This is an optimization exercise on Yosys and OpenROAD, whose aim is small area, not a production implementation. Function was checked by simulation only, so behaviour that the tests miss may differ from the original. Power is estimated from default activity; no workload was simulated.

==> amber: inputs <==
## image_process_v1_0
module image_process_v1_0 #
(
	parameter integer IMG_W = 32,
	parameter integer IMG_H = 24,
	parameter integer C_M00_AXIS_TDATA_WIDTH	= 32,
	parameter integer C_M00_AXIS_START_COUNT	= 32,
	parameter integer C_S00_AXIS_TDATA_WIDTH	= 32
)
(
	input wire  m00_axis_aclk,
	input wire  m00_axis_aresetn,
	output reg  m00_axis_tvalid,
	output wire [C_M00_AXIS_TDATA_WIDTH-1 : 0] m00_axis_tdata,
	output wire [(C_M00_AXIS_TDATA_WIDTH/8)-1 : 0] m00_axis_tstrb,
	output wire  m00_axis_tlast,
	input wire  m00_axis_tready,
	output reg  s00_axis_tready,
	input wire [C_S00_AXIS_TDATA_WIDTH-1 : 0] s00_axis_tdata,
	input wire [(C_S00_AXIS_TDATA_WIDTH/8)-1 : 0] s00_axis_tstrb,
	input wire  s00_axis_tlast,
	input wire  s00_axis_tvalid
);
localparam integer NBLK = (IMG_W/2)*(IMG_H/2);	 
localparam integer GLEN = 3*IMG_W + 8;			 
localparam integer MLEN = 2*IMG_W + 5;			 
wire clk = m00_axis_aclk;
wire rst = m00_axis_aresetn;			 
wire rnext = s00_axis_tready && s00_axis_tvalid;
  ...
export LEC_CHECK = 0
export ABC_AREA = 1
export CAP_MARGIN = 0
export CORE_MARGIN = 2
export CORE_UTILIZATION = 70
export PLACE_DENSITY = 0.8
export SLEW_MARGIN = 0
create_clock -name core_clock -period 10.0 [get_ports {m00_axis_aclk}]
standard.sh (not shown) runs the stock make flow with config.mk's settings and CLKGATE_MAP_FILE= SYNTH_SCRIPT=/design/flow/synth_recipe.tcl, a recipe that flattens the netlist after the stock synthesis.
==> flow/flow/run.sh <==
#!/bin/bash
# Layout: the standard flow (standard.sh), with these changes:
#  - synthesis maps logic with ABC using flow/abc_area.script (an
#    area-oriented script) in place of ORFS's; everything else in synthesis,
#    and every other step, is ORFS's own script (a copy of ORFS's scripts
#    folder in which only abc_area.script is replaced);
#  - ports are buffered with buf_1 instead of the default buffer;
set -uo pipefail
here=$(pwd)
scripts=$here/orfs_scripts
rm -rf "$scripts"
cp -r "$FLOW_HOME/scripts" "$scripts"
cp flow/abc_area.script "$scripts/abc_area.script"
export BUFFER_PORTS_ARGS="-buffer_cell sky130_fd_sc_hd__buf_1"
for cfg in "32 62" "30 60" "24 50"; do
  set -- $cfg
  tag=cts_${1}_${2}
  export CTS_ARGS="-sink_clustering_enable -repair_clock_nets -sink_clustering_size $1 -sink_clustering_max_diameter $2 -buf_list sky130_fd_sc_hd__clkbuf_16 -tree_buf sky130_fd_sc_hd__clkbuf_8 -dont_use_dummy_load"
  rm -rf "$here/orfs" "$here/out/final.def"
  if ! bash standard.sh SCRIPTS_DIR="$scripts" finish > "standard_$tag.log" 2>&1; then
    echo "standard flow failed for $tag"
    continue
  fi
  openroad -no_init -exit flow/clkslew.tcl > "clkslew_$tag.log" 2>&1 || true
  slew=$(sed -n 's/^MAXCLKSLEW //p' "clkslew_$tag.log")
  echo "$tag: max clock pin slew ${slew:-unknown} ns"
  if [[ -n "$slew" ]] && awk -v s="$slew" 'BEGIN { exit !(s <= 0.124) }'; then
    exit 0
  fi
done
# keep the last layout
exit 0
==> flow/flow/abc_area.script <==
strash; &get -n; &fraig -x; &put; scorr; dc2; dretime; strash; &get -n; &dch -f; &nf -R 1000; &put; topo; dnsize
==> flow/flow/clkslew.tcl <==
# Largest slew at a flip-flop clock pin of the routed layout.
set res orfs/results/sky130hd/image_process_v1_0/base
read_db $res/6_final.odb
read_liberty $::env(FLOW_HOME)/platforms/sky130hd/lib/sky130_fd_sc_hd__tt_025C_1v80.lib
read_sdc $res/6_final.sdc
read_spef $res/6_final.spef
set mx 0
foreach p [get_pins -hierarchical */CLK] {
  set s [get_property $p slew_max]
  if {$s > $mx} { set mx $s }
}
puts "MAXCLKSLEW $mx"
==> inputs of nickel, as changes to amber <==
--- a/flow/design.v
+++ b/flow/design.v
@@ -307,11 +307,18 @@
 wire [7:0] max_min = max3(mn0,mn1,mn2,n01,n02,n12);
 wire [7:0] med = mid3(min_max,mid_mid,max_min,
                       gt(min_max,mid_mid),gt(min_max,max_min),gt(mid_mid,max_min));
 always @(posedge clk)
 begin
-	if(ce)
+	if(!rst)
+		begin
+			ab0<=0; ac0<=0; bc0<=0;
+			ab1<=0; ac1<=0; bc1<=0;
+			ab2<=0; ac2<=0; bc2<=0;
+			x12<=0; d12<=0; n12<=0;
+		end
+	else if(ce)
 		begin
 			ab0<=gt(an,bn); ac0<=gt(an,cn); bc0<=gt(bn,cn);
 			ab1<=ab0; ac1<=ac0; bc1<=bc0;
 			ab2<=ab1; ac2<=ac1; bc2<=bc1;
 			x12<=x01; d12<=d01; n12<=n01;
@@ -452,11 +459,13 @@
 wire blue = ((cnt_y==y1_cs || cnt_y==y2_cs) && in_x) ||
             ((cnt_x==x1_cs || cnt_x==x2_cs) && in_y);
 reg [8:0] th;
 always @(posedge clk)
 begin
-	if(ceb)
+	if(!rst)
+		th<=0;
+	else if(ceb)
 		begin
 			if(flag_2)
 				th<=9'h100;
 			else if(blue)
 				th<=9'h101;
--- a/flow/flow/run.sh
+++ b/flow/flow/run.sh
@@ -10,11 +10,11 @@
 scripts=$here/orfs_scripts
 rm -rf "$scripts"
 cp -r "$FLOW_HOME/scripts" "$scripts"
 cp flow/abc_area.script "$scripts/abc_area.script"
 export BUFFER_PORTS_ARGS="-buffer_cell sky130_fd_sc_hd__buf_1"
-for cfg in "32 62" "30 60" "24 50"; do
+for cfg in "30 60" "24 50" "20 45"; do
   set -- $cfg
   tag=cts_${1}_${2}
   export CTS_ARGS="-sink_clustering_enable -repair_clock_nets -sink_clustering_size $1 -sink_clustering_max_diameter $2 -buf_list sky130_fd_sc_hd__clkbuf_16 -tree_buf sky130_fd_sc_hd__clkbuf_8 -dont_use_dummy_load"
   rm -rf "$here/orfs" "$here/out/final.def"
   if ! bash standard.sh SCRIPTS_DIR="$scripts" finish > "standard_$tag.log" 2>&1; then
==> results.txt <==
Run status
The run finished with no timing, DRC or antenna violations.

Worst setup path
Together, buffers and inverters on the worst path number 1. The required time of the critical path is 10.57 ns. Data on the critical path arrives at its endpoint at around 9.7 ns.

Power and ir drop
The combinational fraction of design power is under 10%.

STA
The final hold slack is around 0.34 ns.

Synthesis
The synthesized netlist devotes approximately 2.9% of its cell area to compound gates. Multiplexer cells account for between 1 and 1.5% of the synthesized area.

Global route
Global routing used under 10% of the available met3 tracks.
-- figures above: nickel

==> results.txt <==
Worst setup path
In this run the critical register-to-register path is captured at ech[6]$_DFFE_PP_. At the worst endpoint, the required time is 10.51 ns. The cell type with the highest occurrence count on the critical path is maj3_1. The critical path contains buffers and inverters numbering 2 combined.

Placement
Once placement finished, the instance area stood at approximately 0.13 mm2.

STA
The tightest hold path in the finished design has a slack of 0.359 ns. Setup repair after global routing left no endpoint under its margin.

Finish
The register with the highest flop count is bg.

Power and ir drop
The combinational fraction of design power is ~8.7%.

Synthesis
The multiplexer fraction of the synthesized cell area is between 1 and 1.5%. Summing the areas of all compound-gate instances in the mapped netlist gives 2.83% of the synthesized area.

Floorplan
The die area is ~0.18 mm2.

Run status
The flow ran to the end and the layout has no timing, DRC or antenna violations.

Global route
The met3 global-route usage is under 10%.

Clock network
The tree built by TritonCTS fans out to 3727 sinks.
-- figures above: amber


========
==> inputs of v24 <==
Another version of the RTL of image_process_v1_0 (not shown whole).
Settings: LEC_CHECK=0, ABC_AREA=1, CAP_MARGIN=0, CORE_MARGIN=2, CORE_UTILIZATION=70, PLACE_DENSITY=0.8, SLEW_MARGIN=0; clock period 10.0 ns.
==> flow/flow/run.sh <==
#!/bin/bash
# Layout: the standard flow (standard.sh), with these changes:
#  - synthesis maps logic with ABC using flow/abc_area.script (an
#    area-oriented script) in place of ORFS's; everything else in synthesis,
#    and every other step, is ORFS's own script (a copy of ORFS's scripts
#    folder in which only abc_area.script is replaced);
#  - ports are buffered with buf_1 instead of the default buffer;
set -uo pipefail
here=$(pwd)
scripts=$here/orfs_scripts
rm -rf "$scripts"
cp -r "$FLOW_HOME/scripts" "$scripts"
cp flow/abc_area.script "$scripts/abc_area.script"
export BUFFER_PORTS_ARGS="-buffer_cell sky130_fd_sc_hd__buf_1"
for cfg in "30 60" "24 50" "20 45"; do
  set -- $cfg
  tag=cts_${1}_${2}
  export CTS_ARGS="-sink_clustering_enable -repair_clock_nets -sink_clustering_size $1 -sink_clustering_max_diameter $2 -buf_list sky130_fd_sc_hd__clkbuf_16 -dont_use_dummy_load"
  rm -rf "$here/orfs" "$here/out/final.def"
  if ! bash standard.sh SCRIPTS_DIR="$scripts" finish > "standard_$tag.log" 2>&1; then
    echo "standard flow failed for $tag"
    continue
  fi
  openroad -no_init -exit flow/clkslew.tcl > "clkslew_$tag.log" 2>&1 || true
  slew=$(sed -n 's/^MAXCLKSLEW //p' "clkslew_$tag.log")
  echo "$tag: max clock pin slew ${slew:-unknown} ns"
  if [[ -n "$slew" ]] && awk -v s="$slew" 'BEGIN { exit !(s <= 0.124) }'; then
    exit 0
  fi
done
# keep the last layout
exit 0
Scripts as last shown in full above: flow/flow/abc_area.script, flow/flow/clkslew.tcl
==> v5 (differences from v24) <==
--- a/flow/design.v
+++ b/flow/design.v
@@ -231,16 +231,22 @@
 wire gray_n174 = gray_n149 & gray_n172;
 wire [7:0] gray = {gray_n173, gray_n171, gray_n169, gray_n167, gray_n165, gray_n163, gray_n161, gray_n159};
 reg [8*GLEN-1:0] dch;
 always @(posedge clk)
 begin
 	if(ce)
 		dch<={dch[8*GLEN-9:0],gray};
 end
+function [7:0] tap;
+	input [8*GLEN-1:0] ch;
+	input [7:0] cnt;
+	input integer p;
+	tap = (cnt>p) ? ch[8*p+:8] : 8'd0;
+endfunction
 function gt;
 	input [7:0] a,b;
 	integer i;
 	reg g;
 	begin
 		g = 1'b0;
 		for(i=0;i<8;i=i+1)
 			g = (a[i] & ~b[i]) | ((a[i] | ~b[i]) & g);
@@ -262,68 +268,43 @@
 	input ab,ac,bc;
 	min3 = sel3(a,b,c, ~ab&~ac, ab&~bc, (ab&bc)|(~ab&ac));
 endfunction
 function [7:0] mid3;
 	input [7:0] a,b,c;
 	input ab,ac,bc;
 	mid3 = sel3(a,b,c, (ab&~bc&~ac)|(~ab&ac), (ab&bc)|(~ab&~ac&~bc), (ab&~bc&ac)|(~ab&~ac&bc));
 endfunction
-reg v68,v69,v70,v71,v100,v101,v102,v103;
-always @(posedge clk)
-begin
-	if(!rst)
-		{v68,v69,v70,v71,v100,v101,v102,v103}<=8'd0;
-	else if(ce)
-		begin
-			if(n==2*IMG_W+4) v68<=1'b1;
-			if(n==2*IMG_W+5) v69<=1'b1;
-			if(n==2*IMG_W+6) v70<=1'b1;
-			if(n==2*IMG_W+7) v71<=1'b1;
-			if(n==3*IMG_W+4) v100<=1'b1;
-			if(n==3*IMG_W+5) v101<=1'b1;
-			if(n==3*IMG_W+6) v102<=1'b1;
-			if(n==3*IMG_W+7) v103<=1'b1;
-		end
-end
 wire [7:0] a0 = dch[8*(IMG_W+5)+:8], a1 = dch[8*(IMG_W+6)+:8], a2 = dch[8*(IMG_W+7)+:8];
-wire [7:0] b0 = v69 ? dch[8*(2*IMG_W+5)+:8] : 8'd0;
-wire [7:0] b1 = v70 ? dch[8*(2*IMG_W+6)+:8] : 8'd0;
-wire [7:0] b2 = v71 ? dch[8*(2*IMG_W+7)+:8] : 8'd0;
-wire [7:0] c0 = v101 ? dch[8*(3*IMG_W+5)+:8] : 8'd0;
-wire [7:0] c1 = v102 ? dch[8*(3*IMG_W+6)+:8] : 8'd0;
-wire [7:0] c2 = v103 ? dch[8*(3*IMG_W+7)+:8] : 8'd0;
-wire [7:0] an = dch[8*(IMG_W+4)+:8];
-wire [7:0] bn = v68 ? dch[8*(2*IMG_W+4)+:8] : 8'd0;
-wire [7:0] cn = v100 ? dch[8*(3*IMG_W+4)+:8] : 8'd0;
-reg  ab0,ac0,bc0,ab1,ac1,bc1,ab2,ac2,bc2;
+wire [7:0] b0 = tap(dch,n,2*IMG_W+5), b1 = tap(dch,n,2*IMG_W+6), b2 = tap(dch,n,2*IMG_W+7);
+wire [7:0] c0 = tap(dch,n,3*IMG_W+5), c1 = tap(dch,n,3*IMG_W+6), c2 = tap(dch,n,3*IMG_W+7);
+wire ab0 = gt(a0,b0), ac0 = gt(a0,c0), bc0 = gt(b0,c0);
+reg  ab1,ac1,bc1,ab2,ac2,bc2;
 wire [7:0] mx0 = max3(a0,b0,c0,ab0,ac0,bc0), md0 = mid3(a0,b0,c0,ab0,ac0,bc0), mn0 = min3(a0,b0,c0,ab0,ac0,bc0);
 wire [7:0] mx1 = max3(a1,b1,c1,ab1,ac1,bc1), md1 = mid3(a1,b1,c1,ab1,ac1,bc1), mn1 = min3(a1,b1,c1,ab1,ac1,bc1);
 wire [7:0] mx2 = max3(a2,b2,c2,ab2,ac2,bc2), md2 = mid3(a2,b2,c2,ab2,ac2,bc2), mn2 = min3(a2,b2,c2,ab2,ac2,bc2);
 wire x01 = gt(mx0,mx1), x02 = gt(mx0,mx2);
 wire d01 = gt(md0,md1), d02 = gt(md0,md2);
 wire n01 = gt(mn0,mn1), n02 = gt(mn0,mn2);
 reg  x12, d12, n12;
 wire [7:0] min_max = min3(mx0,mx1,mx2,x01,x02,x12);
 wire [7:0] mid_mid = mid3(md0,md1,md2,d01,d02,d12);
 wire [7:0] max_min = max3(mn0,mn1,mn2,n01,n02,n12);
 wire [7:0] med = mid3(min_max,mid_mid,max_min,
                       gt(min_max,mid_mid),gt(min_max,max_min),gt(mid_mid,max_min));
 always @(posedge clk)
 begin
 	if(!rst)
 		begin
-			ab0<=0; ac0<=0; bc0<=0;
 			ab1<=0; ac1<=0; bc1<=0;
 			ab2<=0; ac2<=0; bc2<=0;
 			x12<=0; d12<=0; n12<=0;
 		end
 	else if(ce)
 		begin
-			ab0<=gt(an,bn); ac0<=gt(an,cn); bc0<=gt(bn,cn);
 			ab1<=ab0; ac1<=ac0; bc1<=bc0;
 			ab2<=ab1; ac2<=ac1; bc2<=bc1;
 			x12<=x01; d12<=d01; n12<=n01;
 		end
 end
 reg [8*MLEN-1:0] ech;
 always @(posedge clk)
 begin
==> flow/flow/run.sh (replaced) <==
#!/bin/bash
# Layout: the standard flow (standard.sh), with these changes:
#  - ports are buffered with buf_1 instead of the default buffer;
set -uo pipefail
here=$(pwd)
export BUFFER_PORTS_ARGS="-buffer_cell sky130_fd_sc_hd__buf_1"
results=$here/orfs/results/sky130hd/image_process_v1_0/base
for cfg in "30 60" "24 50" "20 45"; do
  set -- $cfg
  tag=cts_${1}_${2}
  export CTS_ARGS="-sink_clustering_enable -repair_clock_nets -sink_clustering_size $1 -sink_clustering_max_diameter $2 -buf_list sky130_fd_sc_hd__clkbuf_16 -dont_use_dummy_load"
  rm -rf "$here/orfs" "$here/out/final.def"
  if ! bash standard.sh > "standard_$tag.log" 2>&1; then
    echo "standard flow failed for $tag"
    continue
  fi
  openroad -no_init -exit flow/clkslew.tcl > "clkslew_$tag.log" 2>&1 || true
  slew=$(sed -n 's/^MAXCLKSLEW //p' "clkslew_$tag.log")
  echo "$tag: max clock pin slew ${slew:-unknown} ns"
  if [[ -n "$slew" ]] && awk -v s="$slew" 'BEGIN { exit !(s <= 0.118) }'; then
    exit 0
  fi
done
# keep the last layout
exit 0
Settings changed: ABC_AREA 1 to unset.
removed: flow/flow/abc_area.script
==> v12 (differences from v24) <==
--- a/flow/design.v
+++ b/flow/design.v
@@ -231,16 +231,22 @@
 wire gray_n174 = gray_n149 & gray_n172;
 wire [7:0] gray = {gray_n173, gray_n171, gray_n169, gray_n167, gray_n165, gray_n163, gray_n161, gray_n159};
 reg [8*GLEN-1:0] dch;
 always @(posedge clk)
 begin
 	if(ce)
 		dch<={dch[8*GLEN-9:0],gray};
 end
+function [7:0] tap;
+	input [8*GLEN-1:0] ch;
+	input [7:0] cnt;
+	input integer p;
+	tap = (cnt>p) ? ch[8*p+:8] : 8'd0;
+endfunction
 function gt;
 	input [7:0] a,b;
 	integer i;
 	reg g;
 	begin
 		g = 1'b0;
 		for(i=0;i<8;i=i+1)
 			g = (a[i] & ~b[i]) | ((a[i] | ~b[i]) & g);
@@ -262,68 +268,43 @@
 	input ab,ac,bc;
 	min3 = sel3(a,b,c, ~ab&~ac, ab&~bc, (ab&bc)|(~ab&ac));
 endfunction
 function [7:0] mid3;
 	input [7:0] a,b,c;
 	input ab,ac,bc;
 	mid3 = sel3(a,b,c, (ab&~bc&~ac)|(~ab&ac), (ab&bc)|(~ab&~ac&~bc), (ab&~bc&ac)|(~ab&~ac&bc));
 endfunction
-reg v68,v69,v70,v71,v100,v101,v102,v103;
-always @(posedge clk)
-begin
-	if(!rst)
-		{v68,v69,v70,v71,v100,v101,v102,v103}<=8'd0;
-	else if(ce)
-		begin
-			if(n==2*IMG_W+4) v68<=1'b1;
-			if(n==2*IMG_W+5) v69<=1'b1;
-			if(n==2*IMG_W+6) v70<=1'b1;
-			if(n==2*IMG_W+7) v71<=1'b1;
-			if(n==3*IMG_W+4) v100<=1'b1;
-			if(n==3*IMG_W+5) v101<=1'b1;
-			if(n==3*IMG_W+6) v102<=1'b1;
-			if(n==3*IMG_W+7) v103<=1'b1;
-		end
-end
 wire [7:0] a0 = dch[8*(IMG_W+5)+:8], a1 = dch[8*(IMG_W+6)+:8], a2 = dch[8*(IMG_W+7)+:8];
-wire [7:0] b0 = v69 ? dch[8*(2*IMG_W+5)+:8] : 8'd0;
-wire [7:0] b1 = v70 ? dch[8*(2*IMG_W+6)+:8] : 8'd0;
-wire [7:0] b2 = v71 ? dch[8*(2*IMG_W+7)+:8] : 8'd0;
-wire [7:0] c0 = v101 ? dch[8*(3*IMG_W+5)+:8] : 8'd0;
-wire [7:0] c1 = v102 ? dch[8*(3*IMG_W+6)+:8] : 8'd0;
-wire [7:0] c2 = v103 ? dch[8*(3*IMG_W+7)+:8] : 8'd0;
-wire [7:0] an = dch[8*(IMG_W+4)+:8];
-wire [7:0] bn = v68 ? dch[8*(2*IMG_W+4)+:8] : 8'd0;
-wire [7:0] cn = v100 ? dch[8*(3*IMG_W+4)+:8] : 8'd0;
-reg  ab0,ac0,bc0,ab1,ac1,bc1,ab2,ac2,bc2;
+wire [7:0] b0 = tap(dch,n,2*IMG_W+5), b1 = tap(dch,n,2*IMG_W+6), b2 = tap(dch,n,2*IMG_W+7);
+wire [7:0] c0 = tap(dch,n,3*IMG_W+5), c1 = tap(dch,n,3*IMG_W+6), c2 = tap(dch,n,3*IMG_W+7);
+wire ab0 = gt(a0,b0), ac0 = gt(a0,c0), bc0 = gt(b0,c0);
+reg  ab1,ac1,bc1,ab2,ac2,bc2;
 wire [7:0] mx0 = max3(a0,b0,c0,ab0,ac0,bc0), md0 = mid3(a0,b0,c0,ab0,ac0,bc0), mn0 = min3(a0,b0,c0,ab0,ac0,bc0);
 wire [7:0] mx1 = max3(a1,b1,c1,ab1,ac1,bc1), md1 = mid3(a1,b1,c1,ab1,ac1,bc1), mn1 = min3(a1,b1,c1,ab1,ac1,bc1);
 wire [7:0] mx2 = max3(a2,b2,c2,ab2,ac2,bc2), md2 = mid3(a2,b2,c2,ab2,ac2,bc2), mn2 = min3(a2,b2,c2,ab2,ac2,bc2);
 wire x01 = gt(mx0,mx1), x02 = gt(mx0,mx2);
 wire d01 = gt(md0,md1), d02 = gt(md0,md2);
 wire n01 = gt(mn0,mn1), n02 = gt(mn0,mn2);
 reg  x12, d12, n12;
 wire [7:0] min_max = min3(mx0,mx1,mx2,x01,x02,x12);
 wire [7:0] mid_mid = mid3(md0,md1,md2,d01,d02,d12);
 wire [7:0] max_min = max3(mn0,mn1,mn2,n01,n02,n12);
 wire [7:0] med = mid3(min_max,mid_mid,max_min,
                       gt(min_max,mid_mid),gt(min_max,max_min),gt(mid_mid,max_min));
 always @(posedge clk)
 begin
 	if(!rst)
 		begin
-			ab0<=0; ac0<=0; bc0<=0;
 			ab1<=0; ac1<=0; bc1<=0;
 			ab2<=0; ac2<=0; bc2<=0;
 			x12<=0; d12<=0; n12<=0;
 		end
 	else if(ce)
 		begin
-			ab0<=gt(an,bn); ac0<=gt(an,cn); bc0<=gt(bn,cn);
 			ab1<=ab0; ac1<=ac0; bc1<=bc0;
 			ab2<=ab1; ac2<=ac1; bc2<=bc1;
 			x12<=x01; d12<=d01; n12<=n01;
 		end
 end
 reg [8*MLEN-1:0] ech;
 always @(posedge clk)
 begin
==> v25 (differences from v24) <==
--- a/flow/design.v
+++ b/flow/design.v
@@ -231,16 +231,22 @@
 wire gray_n174 = gray_n149 & gray_n172;
 wire [7:0] gray = {gray_n173, gray_n171, gray_n169, gray_n167, gray_n165, gray_n163, gray_n161, gray_n159};
 reg [8*GLEN-1:0] dch;
 always @(posedge clk)
 begin
 	if(ce)
 		dch<={dch[8*GLEN-9:0],gray};
 end
+function [7:0] tap;
+	input [8*GLEN-1:0] ch;
+	input [7:0] cnt;
+	input integer p;
+	tap = (cnt>p) ? ch[8*p+:8] : 8'd0;
+endfunction
 function gt;
 	input [7:0] a,b;
 	integer i;
 	reg g;
 	begin
 		g = 1'b0;
 		for(i=0;i<8;i=i+1)
 			g = (a[i] & ~b[i]) | ((a[i] | ~b[i]) & g);
@@ -262,68 +268,43 @@
 	input ab,ac,bc;
 	min3 = sel3(a,b,c, ~ab&~ac, ab&~bc, (ab&bc)|(~ab&ac));
 endfunction
 function [7:0] mid3;
 	input [7:0] a,b,c;
 	input ab,ac,bc;
 	mid3 = sel3(a,b,c, (ab&~bc&~ac)|(~ab&ac), (ab&bc)|(~ab&~ac&~bc), (ab&~bc&ac)|(~ab&~ac&bc));
 endfunction
-reg v68,v69,v70,v71,v100,v101,v102,v103;
-always @(posedge clk)
-begin
-	if(!rst)
-		{v68,v69,v70,v71,v100,v101,v102,v103}<=8'd0;
-	else if(ce)
-		begin
-			if(n==2*IMG_W+4) v68<=1'b1;
-			if(n==2*IMG_W+5) v69<=1'b1;
-			if(n==2*IMG_W+6) v70<=1'b1;
-			if(n==2*IMG_W+7) v71<=1'b1;
-			if(n==3*IMG_W+4) v100<=1'b1;
-			if(n==3*IMG_W+5) v101<=1'b1;
-			if(n==3*IMG_W+6) v102<=1'b1;
-			if(n==3*IMG_W+7) v103<=1'b1;
-		end
-end
 wire [7:0] a0 = dch[8*(IMG_W+5)+:8], a1 = dch[8*(IMG_W+6)+:8], a2 = dch[8*(IMG_W+7)+:8];
-wire [7:0] b0 = v69 ? dch[8*(2*IMG_W+5)+:8] : 8'd0;
-wire [7:0] b1 = v70 ? dch[8*(2*IMG_W+6)+:8] : 8'd0;
-wire [7:0] b2 = v71 ? dch[8*(2*IMG_W+7)+:8] : 8'd0;
-wire [7:0] c0 = v101 ? dch[8*(3*IMG_W+5)+:8] : 8'd0;
-wire [7:0] c1 = v102 ? dch[8*(3*IMG_W+6)+:8] : 8'd0;
-wire [7:0] c2 = v103 ? dch[8*(3*IMG_W+7)+:8] : 8'd0;
-wire [7:0] an = dch[8*(IMG_W+4)+:8];
-wire [7:0] bn = v68 ? dch[8*(2*IMG_W+4)+:8] : 8'd0;
-wire [7:0] cn = v100 ? dch[8*(3*IMG_W+4)+:8] : 8'd0;
-reg  ab0,ac0,bc0,ab1,ac1,bc1,ab2,ac2,bc2;
+wire [7:0] b0 = tap(dch,n,2*IMG_W+5), b1 = tap(dch,n,2*IMG_W+6), b2 = tap(dch,n,2*IMG_W+7);
+wire [7:0] c0 = tap(dch,n,3*IMG_W+5), c1 = tap(dch,n,3*IMG_W+6), c2 = tap(dch,n,3*IMG_W+7);
+wire ab0 = gt(a0,b0), ac0 = gt(a0,c0), bc0 = gt(b0,c0);
+reg  ab1,ac1,bc1,ab2,ac2,bc2;
 wire [7:0] mx0 = max3(a0,b0,c0,ab0,ac0,bc0), md0 = mid3(a0,b0,c0,ab0,ac0,bc0), mn0 = min3(a0,b0,c0,ab0,ac0,bc0);
 wire [7:0] mx1 = max3(a1,b1,c1,ab1,ac1,bc1), md1 = mid3(a1,b1,c1,ab1,ac1,bc1), mn1 = min3(a1,b1,c1,ab1,ac1,bc1);
 wire [7:0] mx2 = max3(a2,b2,c2,ab2,ac2,bc2), md2 = mid3(a2,b2,c2,ab2,ac2,bc2), mn2 = min3(a2,b2,c2,ab2,ac2,bc2);
 wire x01 = gt(mx0,mx1), x02 = gt(mx0,mx2);
 wire d01 = gt(md0,md1), d02 = gt(md0,md2);
 wire n01 = gt(mn0,mn1), n02 = gt(mn0,mn2);
 reg  x12, d12, n12;
 wire [7:0] min_max = min3(mx0,mx1,mx2,x01,x02,x12);
 wire [7:0] mid_mid = mid3(md0,md1,md2,d01,d02,d12);
 wire [7:0] max_min = max3(mn0,mn1,mn2,n01,n02,n12);
 wire [7:0] med = mid3(min_max,mid_mid,max_min,
                       gt(min_max,mid_mid),gt(min_max,max_min),gt(mid_mid,max_min));
 always @(posedge clk)
 begin
 	if(!rst)
 		begin
-			ab0<=0; ac0<=0; bc0<=0;
 			ab1<=0; ac1<=0; bc1<=0;
 			ab2<=0; ac2<=0; bc2<=0;
 			x12<=0; d12<=0; n12<=0;
 		end
 	else if(ce)
 		begin
-			ab0<=gt(an,bn); ac0<=gt(an,cn); bc0<=gt(bn,cn);
 			ab1<=ab0; ac1<=ac0; bc1<=bc0;
 			ab2<=ab1; ac2<=ac1; bc2<=bc1;
 			x12<=x01; d12<=d01; n12<=n01;
 		end
 end
 reg [8*MLEN-1:0] ech;
 always @(posedge clk)
 begin
==> flow/flow/run.sh (replaced) <==
#!/bin/bash
# Layout: the standard flow (standard.sh), with these changes:
#  - ports are buffered with buf_1 instead of the default buffer;
set -uo pipefail
here=$(pwd)
export BUFFER_PORTS_ARGS="-buffer_cell sky130_fd_sc_hd__buf_1"
results=$here/orfs/results/sky130hd/image_process_v1_0/base
for cfg in "30 60" "24 50" "20 45"; do
  set -- $cfg
  tag=cts_${1}_${2}
  export CTS_ARGS="-sink_clustering_enable -repair_clock_nets -sink_clustering_size $1 -sink_clustering_max_diameter $2 -buf_list sky130_fd_sc_hd__clkbuf_16 -dont_use_dummy_load"
  rm -rf "$here/orfs" "$here/out/final.def"
  if ! bash standard.sh > "standard_$tag.log" 2>&1; then
    echo "standard flow failed for $tag"
    continue
  fi
  openroad -no_init -exit flow/clkslew.tcl > "clkslew_$tag.log" 2>&1 || true
  slew=$(sed -n 's/^MAXCLKSLEW //p' "clkslew_$tag.log")
  echo "$tag: max clock pin slew ${slew:-unknown} ns"
  if [[ -n "$slew" ]] && awk -v s="$slew" 'BEGIN { exit !(s <= 0.124) }'; then
    exit 0
  fi
done
# keep the last layout
exit 0
Settings changed: ABC_AREA 1 to unset.
removed: flow/flow/abc_area.script
==> summary of the runs <==
v12 ran to the end with no violations. v25 went through all stages and came out clean. v24 passed the timing, design-rule and antenna checks. v5 produced a clean layout.
Area after synthesis is the same in v5 and v25.
Against v24, the die area of v12 is lower by 0.31%.
Against v5, the clock power of v24 is lower by about 9%.
Of v24 and v5, v5 has the higher final cell count (gap about 3%, measured against v5).
Of v24 and v5, v5 has the higher register-to-register slack (gap 0.06 ns).
Global-route usage: v5 > v25 > v12 > v24.
In v5 the setup slack is higher than in v12, by 0.36 ns.
Against v25, the synthesized cell count of v24 is smaller by 5.4%.

[afterwards: timing with drivers on the ports]
No port has a modelled driver above. Below, the same layouts with a new extraction and two added sets of constraints.
Step 1 (the two cells are an assumption about what drives the block):
set clk [get_ports {m00_axis_aclk}]
set_driving_cell -lib_cell sky130_fd_sc_hd__clkbuf_16 $clk
set_driving_cell -lib_cell sky130_fd_sc_hd__buf_2 [delete_from_list [all_inputs] $clk]
Step 2 times the ports against the registers' clock, not the clock port: input delays grow and output delays shrink by t, the midpoint of the rising clock arrivals with the driver on.
Slacks: ideal ports / drivers / drivers and shift; pairs: ideal ports / drivers.
| run | shift t [ns] | setup slack, ns | worst setup path at the end | slew at the worst register clock pin (ns) | pins driven straight from the clock port |
|---|---|---|---|---|---|
| amber | 0.908 | 0.425 / 0.425 / 0.425 | register to register | 0.12 / 0.12 | 1 |
| nickel | 0.915 | 0.834 / 0.834 / 0.834 | register to register | 0.12 / 0.12 | 1 |
| v24 | 0.888 | 0.654 / 0.654 / 0.654 | register to register | 0.12 / 0.12 | 1 |
| v5 | 0.913 | 0.715 / 0.715 / 0.715 | register to register | 0.11 / 0.11 | 1 |
| v12 | 0.895 | 0.350 / 0.350 / 0.350 | register to register | 0.12 / 0.12 | 1 |
| v25 | 0.892 | 0.561 / 0.561 / 0.561 | register to register | 0.12 / 0.12 | 1 |
After both steps every run listed still meets setup and hold.
